Background: an optimization exercise with open tools, aiming at small area and a short achievable clock period. Do not read the settings as production practice.
At most, simulation tests tie the RTL to the original design; equivalence was not proved.

==> trial 57: inputs <==
## TM_ALU
module TM_ALU (
    input  wire        clk,
    input  wire        reset,
    input  wire [7:0]  AvgTxLen,
    input  wire [7:0]  InstExed,
    input  wire [7:0]  CurTxLen,
    output wire [7:0]  AvgTxLen_new,
    output wire [7:0]  InstExed_new
);
    reg [7:0] a1, i1;
    always @(posedge clk) begin
        a1 <= reset ? 8'd0 : AvgTxLen;
        i1 <= InstExed;
    end
    wire [8:0] dif = {1'b0, CurTxLen} - {1'b0, a1};
    wire       s   = dif[8];
    wire [7:0] m   = dif[7:0] ^ {8{s}};
    reg [7:0] a2, i2, m2;
    reg       s2, z2;
    always @(posedge clk) begin
        a2 <= a1;
        i2 <= i1;
        m2 <= m;
        s2 <= s;
        z2 <= reset | (&i1);
    end
    wire [7:0] R [0:8];
    wire [7:0] Q;
    assign R[8] = m2;
    genvar j;
    generate
        for (j = 0; j < 8; j = j + 1) begin : row
            localparam integer W = 8 - j;
            wire [W:0] sum = {1'b0, R[j+1][7:j]} + {1'b0, ~i2[W-1:0]};
            wire uz;
            if (W == 8) begin : full
                assign uz = 1'b1;
            end else begin : part
                assign uz = ~|i2[7:W];
            end
            assign Q[j] = sum[W] & uz;
            if (j > 0) begin : keep
                assign R[j] = {Q[j] ? sum[W-1:0] : R[j+1][7:j], R[j+1][j-1:0]};
            end else begin : last
                assign R[j] = Q[j] ? sum[W-1:0] : R[j+1];
            end
        end
    endgenerate
    wire [7:0] q = a2 + (Q ^ {8{s2}});
    reg [7:0] out;
    always @(posedge clk) begin
        out <= (reset | z2) ? 8'd0 : q;
    end
    assign AvgTxLen_new = out;
    assign InstExed_new = reset ? 8'd0 : a1;
endmodule
==> module TM_ALU, before the edit <==
module TM_ALU (
    input  wire        clk,
    input  wire        reset,
    input  wire [7:0]  AvgTxLen,
    input  wire [7:0]  InstExed,
    input  wire [7:0]  CurTxLen,
    output wire [7:0]  AvgTxLen_new,
    output wire [7:0]  InstExed_new
);
    reg [7:0] a1, i1;
    always @(posedge clk) begin
        a1 <= reset ? 8'd0 : AvgTxLen;
        i1 <= InstExed;
    end
    wire [8:0] dif = {1'b0, CurTxLen} - {1'b0, a1};
    wire       s   = dif[8];
    wire [7:0] m   = dif[7:0] ^ {8{s}};
    reg [7:0] a2, i2, m2;
    reg       s2, z2;
    always @(posedge clk) begin
        a2 <= a1;
        i2 <= i1;
        m2 <= m;
        s2 <= s;
        z2 <= reset | (&i1);
    end
    wire [7:0] R [0:8];
    wire [7:0] Q;
    assign R[8] = m2;
    genvar j;
    generate
        for (j = 0; j < 8; j = j + 1) begin : row
            localparam integer W = 8 - j;
            wire [W:0] sum = {1'b0, R[j+1][7:j]} + {1'b0, ~i2[W-1:0]};
            wire uz;
            if (W == 8) begin : full
                assign uz = 1'b1;
            end else begin : part
                assign uz = ~|i2[7:W];
            end
            assign Q[j] = sum[W] & uz;
            if (j > 0) begin : keep
                assign R[j] = {Q[j] ? sum[W-1:0] : R[j+1][7:j], R[j+1][j-1:0]};
            end else begin : last
                assign R[j] = Q[j] ? sum[W-1:0] : R[j+1];
            end
        end
    endgenerate
    wire [7:0] q = a2 + (Q ^ {8{s2}});
    reg [7:0] out;
    always @(posedge clk) begin
        out <= (reset | z2) ? 8'd0 : q;
    end
    assign AvgTxLen_new = out;
    assign InstExed_new = reset ? 8'd0 : a1;
endmodule
export LEC_CHECK = 0
export CAP_MARGIN = 20
export CORE_MARGIN = 2
export CORE_UTILIZATION = 40
export SLEW_MARGIN = 20
create_clock -name core_clock -period 30.0 [get_ports {clk}]
run.sh (not shown) runs the stock make flow with config.mk's settings and CLKGATE_MAP_FILE= SYNTH_SCRIPT=/design/flow/synth_recipe.tcl, a recipe that flattens the netlist after the stock synthesis.
==> inputs of build 11, as changes to trial 57 <==
==> flow/design.v (replaced) <==
module TM_ALU (
    input  wire        clk,
    input  wire        reset,
    input  wire [7:0]  AvgTxLen,
    input  wire [7:0]  InstExed,
    input  wire [7:0]  CurTxLen,
    output wire [7:0]  AvgTxLen_new,
    output wire [7:0]  InstExed_new
);
    reg [15:0] mac_result;  
    reg [7:0]  inc_result;
    reg [15:0] mac_reg;     
    reg [7:0]  inc_reg;      
    reg [7:0]  AvgTxLen_reg;  
    always @(posedge clk) begin
        if (reset) begin
            mac_reg      <= 0;
            inc_reg      <= 0;
            AvgTxLen_reg <= 0;
        end else begin
            mac_result     <= AvgTxLen * InstExed;
            mac_reg      <= mac_result + CurTxLen;
            inc_result     <= InstExed + 1;
            inc_reg      <= inc_result;
            AvgTxLen_reg <= AvgTxLen;  
        end
    end
    reg [7:0] AvgTxLen_new_reg;
    always @(posedge clk) begin
        if (reset) begin
            AvgTxLen_new_reg <= 0;
        end else begin
            if (inc_reg == 0) begin  
                AvgTxLen_new_reg <= 0;
            end else begin
                AvgTxLen_new_reg <= mac_reg / inc_reg;
            end
        end
    end
    assign AvgTxLen_new  = AvgTxLen_new_reg;
    assign InstExed_new = (reset) ? 8'b0 : AvgTxLen_reg;  
endmodule
==> inputs of build 41, as changes to trial 57 <==
==> flow/design.v (replaced) <==
module TM_ALU (
    input  wire        clk,
    input  wire        reset,
    input  wire [7:0]  AvgTxLen,
    input  wire [7:0]  InstExed,
    input  wire [7:0]  CurTxLen,
    output wire [7:0]  AvgTxLen_new,
    output wire [7:0]  InstExed_new
);
    reg [7:0] a1, i1;
    reg       r1;    
    always @(posedge clk) begin
        a1 <= AvgTxLen;
        i1 <= InstExed;
        r1 <= reset;
    end
    wire [8:0] dc;
    wire [7:0] dif;
    assign dc[0] = 1'b1;
    genvar b;
    generate
        for (b = 0; b < 8; b = b + 1) begin : sub
            wire x = CurTxLen[b] ^ ~a1[b];
            assign dif[b]  = x ^ dc[b];
            assign dc[b+1] = (CurTxLen[b] & ~a1[b]) | (dc[b] & x);
        end
    endgenerate
    wire       s = ~dc[8];
    wire [7:0] m = dif ^ {8{s}};
    reg [7:0] a2, i2, m2;
    reg       s2, z2;
    always @(posedge clk) begin
        a2 <= a1;
        i2 <= i1;
        m2 <= m;
        s2 <= s;
        z2 <= reset | (&i1);
    end
    wire [7:0] R [0:8];
    wire [7:0] Q;
    assign R[8] = m2;
    genvar j;
    generate
        for (j = 0; j < 8; j = j + 1) begin : row
            localparam integer W = 8 - j;
            wire [W-1:0] hi = R[j+1][7:j];
            wire [W:0]   c;
            wire [W-1:0] sm;
            assign c[0] = 1'b0;
            for (b = 0; b < W; b = b + 1) begin : bit_
                wire x = hi[b] ^ ~i2[b];
                assign sm[b]  = x ^ c[b];
                assign c[b+1] = (hi[b] & ~i2[b]) | (c[b] & x);
            end
            wire uz;
            if (W == 8) begin : full
                assign uz = 1'b1;
            end else begin : part
                assign uz = ~|i2[7:W];
            end
            assign Q[j] = c[W] & uz;
            if (j > 0) begin : keep
                assign R[j] = {Q[j] ? sm : hi, R[j+1][j-1:0]};
            end else begin : last
                assign R[j] = Q[j] ? sm : hi;
            end
        end
    endgenerate
    wire [7:0] qx = Q ^ {8{s2}};
    wire [8:0] ac;
    wire [7:0] q;
    assign ac[0] = 1'b0;
    generate
        for (b = 0; b < 8; b = b + 1) begin : add
            wire x = a2[b] ^ qx[b];
            assign q[b]    = x ^ ac[b];
            assign ac[b+1] = (a2[b] & qx[b]) | (ac[b] & x);
        end
    endgenerate
    reg [7:0] out;
    always @(posedge clk) begin
        out <= (reset | z2) ? 8'd0 : q;
    end
    assign AvgTxLen_new = out;
    assign InstExed_new = (reset | r1) ? 8'd0 : a1;
endmodule
==> flow/flow/run.sh (new file) <==
#!/bin/bash
# Standard ORFS layout, with the smallest buffer on the ports and a
# lighter clock tree (no dummy loads).
set -euo pipefail
export BUFFER_PORTS_ARGS="-buffer_cell sky130_fd_sc_hd__buf_1"
export CTS_ARGS="-sink_clustering_enable -repair_clock_nets -dont_use_dummy_load -buf_list sky130_fd_sc_hd__clkbuf_8"
bash standard.sh > standard.log 2>&1
==> flow/standard.sh (new file) <==
#!/bin/bash
# synth_recipe.tcl (not shown) runs the flow's synth.tcl, then flattens the netlist and writes it again
# the make line also repeats each setting of config.mk as NAME=value (left out here)
make -C /OpenROAD-flow-scripts/flow DESIGN_CONFIG=/design/flow/config.mk WORK_HOME=/design/flow/orfs CLKGATE_MAP_FILE= SYNTH_SCRIPT=/design/flow/synth_recipe.tcl "${@:-finish}"
removed: flow/run.sh
==> notes <==
Build 41 went through all stages and came out clean. Trial 57 completed with no timing, DRC or antenna violations. Build 11 passed the timing, DRC and antenna checks. Wire length: build 11 > trial 57 > build 41. The lowest hold slack belongs to build 41, the highest to build 11. Against trial 57, the count of clock-buffer cells in the layout of build 11 is higher by 4. Of build 41 and build 11, build 41 has the higher maximum frequency (gap 64%, measured against build 11).
The RTL of build 41 was laid out without a check of its function.

==> afterwards: timing with drivers on the ports <==
The results above use ideal ports. As a check the final layouts listed here were re-extracted and re-timed, cells and wires unchanged.
Step 1 assumes that a clkbuf_16 drives the clock port and a buf_2 every other input.
Step 2 moves the port delays by t, midway between the first and last clock arrival at a register: inputs arrive t later, outputs are due t later. That takes back most of the time a late clock gives input paths.
Slacks: ideal / step 1 / step 2; pairs: ideal / step 1.
| run | t, ns | setup slack, ns | hold slack, ns | worst slew at a driven data input, ns |
|---|---|---|---|---|
| trial 57 | 0.327 | 16.454 / 16.433 / 16.433 | 0.354 / 0.354 / 0.354 | 0.05 |
| build 11 | 0.383 | 1.546 / 1.546 / 1.546 | 0.446 / 0.446 / 0.446 | 0.05 |
| build 41 | 0.320 | 12.690 / 12.690 / 12.690 | 0.353 / 0.353 / 0.353 | 0.03 |
After both steps setup and hold are still met in every run listed. The setup slack of trial 57, which loses most, moves by -0.021 ns with the drivers and by -0.021 ns with both steps.
